Background: an optimization exercise with open tools, aiming at small area and a short achievable clock period. Do not read the settings as production practice.
In this exercise RTL edits were held to simulation tests only and were not proved equivalent to the original.
No driver is modelled on the clock port, so clocking that relies on it looks cheaper here than on a real chip.
Power is estimated from default activity; no workload was simulated.

==> inputs of zinc <==
==> flow/design.v <==
module ALU_DESIGN #(parameter DW = 8, CW = 4)(INP_VALID,OPA,OPB,CIN,CLK,RST,CMD,CE,MODE,COUT,OFLOW,RES,G,E,L,ERR);
  input [DW-1:0] OPA,OPB;
  input CLK,RST,CE,MODE,CIN;
  input [CW-1:0] CMD;
  input [1:0] INP_VALID;
  output reg [DW+1:0] RES;
  output reg COUT;
  output reg OFLOW;
  output reg G;
  output reg E;
  output reg L;
  output reg ERR;
  reg [7:0] A, B;
  reg [3:0] C;
  reg [4:0] W;
  reg VA, VB;
  reg [7:0] P, Q;
  always @(posedge CLK) begin
    if (INP_VALID[0]) A <= OPA;
    if (INP_VALID[1]) B <= OPB;
    if (|INP_VALID) C <= CMD;
  end
  always @(posedge CLK) begin
    if (RST) begin
      VA <= 1'b0;
      VB <= 1'b0;
    end else begin
      if (INP_VALID[0]) VA <= 1'b1;
      if (INP_VALID[1]) VB <= 1'b1;
    end
  end
  always @(posedge CLK) begin
    if (|INP_VALID)
      W[3:0] <= 4'd0;
    else if ((VA ^ VB) && !W[4])
      W[3:0] <= W[3:0] + 4'd1;
  end
  always @(posedge CLK) begin
    if (RST || (|INP_VALID))
      W[4] <= 1'b0;
    else if ((VA ^ VB) && (&W[3:0]))
      W[4] <= 1'b1;
  end
  wire timeout_err = !RST && W[4] && (INP_VALID == 2'b10 || (INP_VALID == 2'b01 && VB));
  wire c0  = (C == 4'd0);
  wire c1  = (C == 4'd1);
  wire c2  = (C == 4'd2);
  wire c3  = (C == 4'd3);
  wire c4  = (C == 4'd4);
  wire c5  = (C == 4'd5);
  wire c6  = (C == 4'd6);
  wire c7  = (C == 4'd7);
  wire c8  = (C == 4'd8);
  wire c9  = (C == 4'd9);
  wire c10 = (C == 4'd10);
  wire c11 = (C == 4'd11);
  wire c12 = (C == 4'd12);
  wire c13 = (C == 4'd13);
  wire xa    = C[3] ? C[0] : ~(C[2] & C[1]);
  wire x1    = ~C[3] & C[2] & C[1] & ~C[0];
  wire xp    = C[3] & C[1] & ~C[0];
  wire ybsel = ~C[3] & ~(C[2] & ~C[1]);
  wire yinv  = ~C[2] & C[0];
  wire y1    = ~C[3] & C[2] & ~C[1] & C[0];
  wire ci    = c1 | c7 | c9 | c10 | (c2 & CIN) | (c3 & ~CIN);
  wire [7:0] xl = ({8{xa}} & A) | ({8{xp}} & P) | {8{x1}};
  wire [7:0] yl = ({8{ybsel}} & (B ^ {8{yinv}})) | {8{y1}} | ({8{xp}} & ~Q);
  wire xh = x1;
  wire yh = (ybsel & yinv) | y1 | xp;
  wire [10:0] sum_c = {xh, xh, xl, 1'b1} + {yh, yh, yl, ci};
  wire [9:0] sum = sum_c[10:1];
  wire a_lt_b = A < B;
  wire a_eq_b = A == B;
  wire [63:0] pp;
  genvar gi, gj;
  generate for (gi = 0; gi < 8; gi = gi + 1) begin : g_pp
    for (gj = 0; gj < 8; gj = gj + 1) begin : g_ppj
      assign pp[gi*8+gj] = P[gi] & Q[gj];
    end
  end endgenerate
  wire t1 = pp[6] ^ pp[13];
  wire t2 = pp[6] & pp[13];
  wire t3 = pp[7] ^ pp[14] ^ pp[21];
  wire t4 = (pp[7] & pp[14]) | (pp[7] & pp[21]) | (pp[14] & pp[21]);
  wire t5 = pp[28] ^ pp[35];
  wire t6 = pp[28] & pp[35];
  wire t7 = pp[15] ^ pp[22] ^ pp[29];
  wire t8 = (pp[15] & pp[22]) | (pp[15] & pp[29]) | (pp[22] & pp[29]);
  wire t9 = pp[36] ^ pp[43];
  wire t10 = pp[36] & pp[43];
  wire t11 = pp[23] ^ pp[30] ^ pp[37];
  wire t13 = pp[4] ^ pp[11];
  wire t14 = pp[4] & pp[11];
  wire t15 = pp[5] ^ pp[12] ^ pp[19];
  wire t16 = (pp[5] & pp[12]) | (pp[5] & pp[19]) | (pp[12] & pp[19]);
  wire t17 = pp[26] ^ pp[33];
  wire t18 = pp[26] & pp[33];
  wire t19 = pp[20] ^ pp[27] ^ pp[34];
  wire t20 = (pp[20] & pp[27]) | (pp[20] & pp[34]) | (pp[27] & pp[34]);
  wire t21 = pp[41] ^ pp[48] ^ t1;
  wire t22 = (pp[41] & pp[48]) | (pp[41] & t1) | (pp[48] & t1);
  wire t23 = pp[42] ^ pp[49] ^ pp[56];
  wire t24 = (pp[42] & pp[49]) | (pp[42] & pp[56]) | (pp[49] & pp[56]);
  wire t25 = t3 ^ t5 ^ t2;
  wire t26 = (t3 & t5) | (t3 & t2) | (t5 & t2);
  wire t27 = pp[50] ^ pp[57] ^ t7;
  wire t28 = (pp[50] & pp[57]) | (pp[50] & t7) | (pp[57] & t7);
  wire t29 = t9 ^ t4 ^ t6;
  wire t30 = (t9 & t4) | (t9 & t6) | (t4 & t6);
  wire t31 = pp[44] ^ pp[51] ^ pp[58];
  wire t33 = t11 ^ t8 ^ t10;
  wire t35 = pp[3] ^ pp[10];
  wire t36 = pp[3] & pp[10];
  wire t37 = pp[18] ^ pp[25] ^ pp[32];
  wire t38 = (pp[18] & pp[25]) | (pp[18] & pp[32]) | (pp[25] & pp[32]);
  wire t39 = pp[40] ^ t15 ^ t17;
  wire t40 = (pp[40] & t15) | (pp[40] & t17) | (t15 & t17);
  wire t41 = t19 ^ t21 ^ t16;
  wire t42 = (t19 & t21) | (t19 & t16) | (t21 & t16);
  wire t43 = t23 ^ t25 ^ t20;
  wire t44 = (t23 & t25) | (t23 & t20) | (t25 & t20);
  wire t45 = t27 ^ t29 ^ t24;
  wire t46 = (t27 & t29) | (t27 & t24) | (t29 & t24);
  wire t47 = t31 ^ t33 ^ t28;
  wire t49 = pp[2] ^ pp[9];
  wire t50 = pp[2] & pp[9];
  wire t51 = pp[17] ^ pp[24] ^ t35;
  wire t52 = (pp[17] & pp[24]) | (pp[17] & t35) | (pp[24] & t35);
  wire t53 = t13 ^ t37 ^ t36;
  wire t54 = (t13 & t37) | (t13 & t36) | (t37 & t36);
  wire t55 = t14 ^ t39 ^ t38;
  wire t56 = (t14 & t39) | (t14 & t38) | (t39 & t38);
  wire t57 = t18 ^ t41 ^ t40;
  wire t58 = (t18 & t41) | (t18 & t40) | (t41 & t40);
  wire t59 = t22 ^ t43 ^ t42;
  wire t60 = (t22 & t43) | (t22 & t42) | (t43 & t42);
  wire t61 = t26 ^ t45 ^ t44;
  wire t62 = (t26 & t45) | (t26 & t44) | (t45 & t44);
  wire t63 = t30 ^ t47 ^ t46;
  wire [9:0] mr1 = {t63, t61, t59, t57, t55, t53, t51, pp[16], pp[1], pp[0]};
  wire [9:0] mr2 = {t62, t60, t58, t56, t54, t52, t50, t49, pp[8], 1'b0};
  wire [9:0] prod = mr1 + mr2;
  wire [7:0] qinc;
  genvar gq;
  generate for (gq = 0; gq < 8; gq = gq + 1) begin : g_qinc
    if (gq == 0) begin : g0
      assign qinc[0] = ~B[0];
    end else begin : gn
      assign qinc[gq] = B[gq] ^ (&B[gq-1:0]);
    end
  end endgenerate
  wire lt0 = c1 | c3 | c5 | c6 | c7;
  wire lt1 = c1 | c4 | c6;
  wire lt2 = c1 | c4 | c7 | c8;
  wire lt3 = c0 | c5 | c8;
  wire [7:0] lfun = (A & B & {8{lt3}}) | (A & ~B & {8{lt2}}) | (~A & B & {8{lt1}}) | (~A & ~B & {8{lt0}});
  wire [7:0] lres = lfun |
      ({8{c9}}  & {A[6:0], 1'b0}) |
      ({8{c10 | c11}} & {B[6:0], 1'b0}) |
      {7'd0, c2 & (|A) & (|B)};
  wire s0 = B[0];
  wire s1 = B[1] ^ (C[0] & B[0]);
  wire s2 = B[2] ^ (C[0] & (B[1] | B[0]));
  wire [7:0] r1 = s0 ? {A[6:0], A[7]} : A;
  wire [7:0] r2 = s1 ? {r1[5:0], r1[7:6]} : r1;
  wire [7:0] r3 = s2 ? {r2[3:0], r2[7:4]} : r2;
  wire [7:0] lrot = (c12 | c13) ? r3 : 8'd0;
  wire [9:0] ares =
      ({10{~C[3] | c10}} & sum) |
      ({10{c9}} & prod);
  wire [9:0] res_n = MODE ? ares : {2'b00, lres | lrot};
  wire cout_n  = MODE & (c0 | c2) & sum[8];
  wire oflow_n = MODE & (c1 | c3) & a_lt_b;
  wire e_n     = MODE & c8 & a_eq_b;
  wire g_n     = MODE & c8 & ~a_lt_b & ~a_eq_b;
  wire l_n     = MODE & c8 & a_lt_b;
  wire err_n   = ~MODE & c12 & (|B[7:4]);
  wire upd = CE & (RST | (VA & VB));
  always @(posedge CLK) begin
    if (upd) begin
      RES   <= RST ? 10'd0 : res_n;
      COUT  <= !RST & cout_n;
      OFLOW <= !RST & oflow_n;
      G     <= !RST & g_n;
      E     <= !RST & e_n;
      L     <= !RST & l_n;
    end
  end
  always @(posedge CLK) begin
    if (timeout_err)
      ERR <= 1'b1;
    else if (upd)
      ERR <= !RST & err_n;
  end
  wire pq_upd = CE & (RST | (VA & VB & MODE & (c9 | c10)));
  always @(posedge CLK) begin
    if (pq_upd) begin
      P <= RST ? 8'd0 : (c9 ? sum[7:0] : {A[6:0], 1'b0});
      Q <= RST ? 8'd0 : (c9 ? qinc : B);
    end
  end
endmodule
==> flow/flow/run.sh <==
#!/bin/bash
# Layout flow: the standard ORFS flow (standard.sh), with two changes:
#  - synthesis is the standard script (synth_recipe.tcl, ORFS synth.tcl) except
#    that full/half-adder extraction is off (ADDER_MAP_FILE empty) and the
#    final ABC mapping runs flow/syn.abc instead of ORFS's speed script;
#    the registers are unchanged (same passes up to dfflibmap);
#  - the port buffers are sky130_fd_sc_hd__buf_2 cells instead of the
#    default delay cells.
set -uo pipefail
W=$(pwd)
{
  head -n 1 synth_recipe.tcl
  cat <<EOT
proc abc {args} {
  set i [lsearch \$args -script]
  lset args [expr {\$i + 1}] $W/flow/syn.abc
  puts "flow/run.sh: abc \$args"
  yosys abc {*}\$args
}
EOT
  tail -n +2 synth_recipe.tcl
} > my_synth.tcl
bash standard.sh SYNTH_SCRIPT=$W/my_synth.tcl ADDER_MAP_FILE= \
  "BUFFER_PORTS_ARGS=-buffer_cell sky130_fd_sc_hd__buf_2" finish > flow_standard.log 2>&1
rc=$?
cp -r orfs/logs flow_orfs_logs 2>/dev/null
exit $rc
==> flow/flow/syn.abc <==
strash
dch
map -D 1800
strash
dch
map -D 1800
topo
buffer -c
upsize -c -D 1800
dnsize -c -D 1800
stime -c
==> flow/standard.sh <==
#!/bin/bash
# synth_recipe.tcl (not shown) runs the flow's synth.tcl, then flattens the netlist and writes it again
# the make line also repeats each setting of config.mk as NAME=value (left out here)
make -C /OpenROAD-flow-scripts/flow DESIGN_CONFIG=/design/flow/config.mk WORK_HOME=/design/flow/orfs CLKGATE_MAP_FILE= SYNTH_SCRIPT=/design/flow/synth_recipe.tcl "${@:-finish}"
==> flow/config.mk <==
export PLATFORM = sky130hd
export DESIGN_NAME = ALU_DESIGN
export DESIGN_NICKNAME = ALU_DESIGN
export VERILOG_FILES = /design/flow/design.v
export SDC_FILE = /design/flow/constraint.sdc
export NUM_CORES = 4
export LEC_CHECK = 0
export CAP_MARGIN = 20
export CORE_MARGIN = 2
export CORE_UTILIZATION = 40
export SETUP_SLACK_MARGIN = 1.9
export SLEW_MARGIN = 20
==> flow/constraint.sdc <==
create_clock -name core_clock -period 5.0 [get_ports {CLK}]
set_input_delay 1.0000 -clock core_clock [delete_from_list [all_inputs] [get_ports {CLK}]]
set_output_delay 1.0000 -clock core_clock [all_outputs]
set_load 0.01 [all_outputs]
==> inputs of indigo, as changes to zinc <==
--- a/flow/design.v
+++ b/flow/design.v
@@ -64,3 +64,3 @@
   wire y1    = ~C[3] & C[2] & ~C[1] & C[0];
-  wire ci    = c1 | c7 | c9 | c10 | (c2 & CIN) | (c3 & ~CIN);
+  wire ci    = c1 | c7 | c10 | (c2 & CIN) | (c3 & ~CIN);
   wire [7:0] xl = ({8{xa}} & A) | ({8{xp}} & P) | {8{x1}};
@@ -69,4 +69,17 @@
   wire yh = (ybsel & yinv) | y1 | xp;
-  wire [10:0] sum_c = {xh, xh, xl, 1'b1} + {yh, yh, yl, ci};
-  wire [9:0] sum = sum_c[10:1];
+  wire [9:0] xx = {xh, xh, xl};
+  wire [9:0] yy = {yh, yh, yl};
+  wire [9:0] sxy = xx + yy;
+  wire [9:0] pr = xx ^ yy;
+  wire [9:0] cxy = sxy ^ pr;
+  wire [9:0] pa;
+  genvar gp;
+  generate for (gp = 0; gp < 10; gp = gp + 1) begin : g_pa
+    if (gp == 0) begin : g0
+      assign pa[0] = 1'b1;
+    end else begin : gn
+      assign pa[gp] = &pr[gp-1:0];
+    end
+  end endgenerate
+  wire [9:0] sum = pr ^ (cxy | (pa & {10{ci}}));
   wire a_lt_b = A < B;
@@ -142,8 +155,10 @@
   wire [9:0] prod = mr1 + mr2;
-  wire [7:0] qinc;
+  wire [7:0] pinc, qinc;
   genvar gq;
-  generate for (gq = 0; gq < 8; gq = gq + 1) begin : g_qinc
+  generate for (gq = 0; gq < 8; gq = gq + 1) begin : g_inc
     if (gq == 0) begin : g0
+      assign pinc[0] = ~A[0];
       assign qinc[0] = ~B[0];
     end else begin : gn
+      assign pinc[gq] = A[gq] ^ (&A[gq-1:0]);
       assign qinc[gq] = B[gq] ^ (&B[gq-1:0]);
@@ -197,3 +212,3 @@
     if (pq_upd) begin
-      P <= RST ? 8'd0 : (c9 ? sum[7:0] : {A[6:0], 1'b0});
+      P <= RST ? 8'd0 : (c9 ? pinc : {A[6:0], 1'b0});
       Q <= RST ? 8'd0 : (c9 ? qinc : B);
==> flow/flow/run.sh (replaced) <==
#!/bin/bash
# Layout flow: the standard ORFS flow (standard.sh) with these changes:
#  - Synthesis: the standard script (synth_recipe.tcl, which sources ORFS's
#    synth.tcl), whose passes up to and including dfflibmap are unchanged, so
#    the registers are the standard synthesis's. Then:
#      * no full/half-adder extraction (ADDER_MAP_FILE empty);
#      * no quick ABC run inside Yosys's synth (-noabc);
#      * the final ABC mapping runs in two parts: first everything but the
#        logic downstream of the CIN port, then that logic on its own
#        (flow/syn.abc, then flow/late.abc), so that ABC cannot fold CIN,
#        which arrives late, into the start of the adder's carry chain.
#  - Port buffers: sky130_fd_sc_hd__buf_2 instead of the default delay cells.
#  - CTS without dummy loads.
#  - After CTS, flow/skew.tcl delays the clock of the output registers:
#    useful skew for the register-to-register paths into them. The repair
#    after it sees CIN and MODE arriving later than they do, so that no
#    input path relies on that skew.
# Each tool's full output goes to flow_standard.log and orfs/logs (copied to
# flow_orfs_logs).
set -uo pipefail
W=$(pwd)
{
  head -n 1 synth_recipe.tcl
  cat <<EOT
proc synth {args} { yosys synth -nofsm -noshare -noabc {*}\$args }
proc abc {args} {
  set i [lsearch \$args -script]
  set g {\$_AND_,\$_OR_,\$_XOR_,\$_XNOR_,\$_MUX_,\$_NOT_,\$_NAND_,\$_NOR_,\$_ANDNOT_,\$_ORNOT_}
  yosys select -set late w:CIN %co*:+\$g
  lset args [expr {\$i + 1}] $W/flow/syn.abc
  puts "flow/run.sh: abc \$args * @late %d"
  yosys abc {*}\$args * @late %d
  lset args [expr {\$i + 1}] $W/flow/late.abc
  puts "flow/run.sh: abc \$args @late"
  yosys abc {*}\$args @late
}
EOT
  tail -n +2 synth_recipe.tcl
} > my_synth.tcl
bash standard.sh SYNTH_SCRIPT=$W/my_synth.tcl ADDER_MAP_FILE= \
  "BUFFER_PORTS_ARGS=-buffer_cell sky130_fd_sc_hd__buf_2" \
  "CTS_ARGS=-sink_clustering_enable -repair_clock_nets -dont_use_dummy_load" \
  POST_CTS_TCL=$W/flow/skew.tcl finish > flow_standard.log 2>&1
rc=$?
cp -r orfs/logs flow_orfs_logs 2>/dev/null
exit $rc
==> flow/flow/late.abc (new file) <==
strash
dch
map -D 2200
strash
dch
map -D 2200
topo
buffer -c
upsize -c -D 2200
dnsize -c -D 2200
stime -c
==> flow/flow/skew.tcl (new file) <==
# Useful skew between registers (run by ORFS after CTS, as POST_CTS_TCL):
# the output registers (RES and the flags) get their clock later than the
# registers that feed them. Each group of target registers on one clock-tree
# leaf net gets its own chain of delay cells. (The second group, P and Q,
# has an empty chain: their clock is not changed.)
proc skew_esc {s} { return [string map {[ \\[ ] \\]} $s] }
set skew_rx [list {^(RES\[[0-9]+\]|COUT|OFLOW|G|E|L|ERR)\$_} {^(P|Q)\[[0-9]+\]\$_}]
set skew_chain [list {sky130_fd_sc_hd__clkdlybuf4s50_1 sky130_fd_sc_hd__clkbuf_4} {}]
array unset skew_grp
foreach cell [get_cells *] {
  set name [get_full_name $cell]
  for {set gi 0} {$gi < 2} {incr gi} {
    if {[regexp [lindex $skew_rx $gi] $name]} {
      set pin [get_pins -quiet "[skew_esc $name]/CLK"]
      if {$pin eq ""} { continue }
      set net [get_full_name [get_nets -of_objects $pin]]
      lappend skew_grp([list $net $gi]) $pin
    }
  }
}
set nins 0
foreach key [lsort [array names skew_grp]] {
  lassign $key net gi
  set chain [lindex $skew_chain $gi]
  set curnet $net
  foreach bc $chain {
    set pins $skew_grp($key)
    insert_buffer -buffer_cell $bc -net [get_nets [skew_esc $curnet]] -load_pins $pins
    incr nins
    set curnet [get_full_name [get_nets -of_objects [lindex $pins 0]]]
  }
  puts "skew: group $gi on $net: [llength $skew_grp($key)] registers, now on $curnet"
}
puts "skew: inserted $nins cells"
# The skew must not be what makes the input paths meet timing: from here on
# the repair sees CIN and MODE, whose paths end mostly at the delayed
# registers, arriving later by more than the skew.
set_input_delay 1.6 -clock [get_clocks core_clock] [get_ports {CIN MODE}]
detailed_placement
estimate_parasitics -placement
repair_timing_helper
detailed_placement
check_placement -verbose
==> flow/flow/syn.abc (replaced) <==
strash
dch
map -D 2200
strash
dch
map -D 2200
topo
buffer -c
upsize -c -D 2200
dnsize -c -D 2200
stime -c
- SETUP_SLACK_MARGIN: 1.9 -> 2.4
==> results.txt <==
Combinational power: zinc is smaller than indigo (12%). Flip-flop and latch count is the same in zinc and indigo. In indigo the via count is smaller than in zinc, by about 0.8%. In indigo the maximum frequency is larger than in zinc, by 19%. Between indigo and zinc, the lower die area is in zinc (gap 0.37%, measured against zinc). Against indigo, the critical path depth of zinc is lower by 6. Against zinc, the cell count of indigo is larger by about 3.5%. Between zinc and indigo, the lower register-to-register slack is in zinc (gap 0.49 ns). In indigo the final area is higher than in zinc, by 11%.
==> figures <==
Run status: indigo timing/DRC/antenna clean; zinc timing/DRC/antenna clean
Routing usage on met2: indigo 43.9%; zinc 43.9%
Detailed-route wire length: indigo 19,200 µm; zinc 19,900 µm
Register fraction of the total cell area: indigo 22.9%; zinc 25.3%
Routability congestion estimate: indigo 0.998; zinc 0.975
Total power per unit cell area: indigo 291 mW/mm²; zinc 303 mW/mm²
Multiplexer share of the synthesized area: indigo 1.46%; zinc 1.46%
Sequential group share of total power: indigo 28.2%; zinc 30.4%
Reg2reg path depth: indigo 20; zinc 14
Placed cell count: indigo 1,004; zinc 1,010
Final standard cell area without fillers: indigo 0.00738 mm²; zinc 0.00668 mm²
Worst-case clock skew: indigo 0.612 ns; zinc 0.00903 ns
Compound-gate portion of the synthesized area: indigo 19.5%; zinc 22.8%
Setup Slack @ Placement: indigo 1.56 ns; zinc 1.77 ns
Total Nets Final: indigo 965; zinc 920
Area of combinational cells with multiple inputs: indigo 0.00379 mm²; zinc 0.00351 mm²
Sum of internal, switching and leakage power: indigo 2.15 mW; zinc 2.02 mW
Power in the clock group: indigo 0.608 mW; zinc 0.584 mW
Smallest hold slack: indigo 0.163 ns; zinc 0.477 ns
Worst-case register-to-register setup slack: indigo 2.41 ns; zinc 1.92 ns

## port drivers added, routing unchanged
In the flow no input, the clock included, has a driving cell. The finished layouts below were timed again as built, in two steps.
Step 1: set_driving_cell puts a clkbuf_16 on CLK and a buf_2 on each other input, an assumption about the parent block.
Step 2, shift: input delay + t, output delay - t, t = (earliest + latest rising clock arrival at the registers) / 2. This alone moves slack from input paths to output paths.
a / b / c = no drivers / after step 1 / after step 2; a / b = the first two.
run	shift t [ns]	slack for setup (ns)	hold WS [ns]	worst setup path after step 2	latest minus earliest clock arrival (ns)	worst slew at a driven data input, ns
zinc	0.374	1.923 / 1.923 / 1.923	0.477 / 0.477 / 0.477	register to register	0.010 / 0.009	0.03
indigo	0.671	2.414 / 2.414 / 2.241	0.163 / 0.163 / 0.163	input to register	0.612 / 0.612	0.03
In indigo the clock reaches the registers at very different times; t lies between them, and the last value is a rough guide only. For indigo, which loses most, drivers alone change the setup slack by 0.000 ns; drivers and shift together by -0.173 ns.
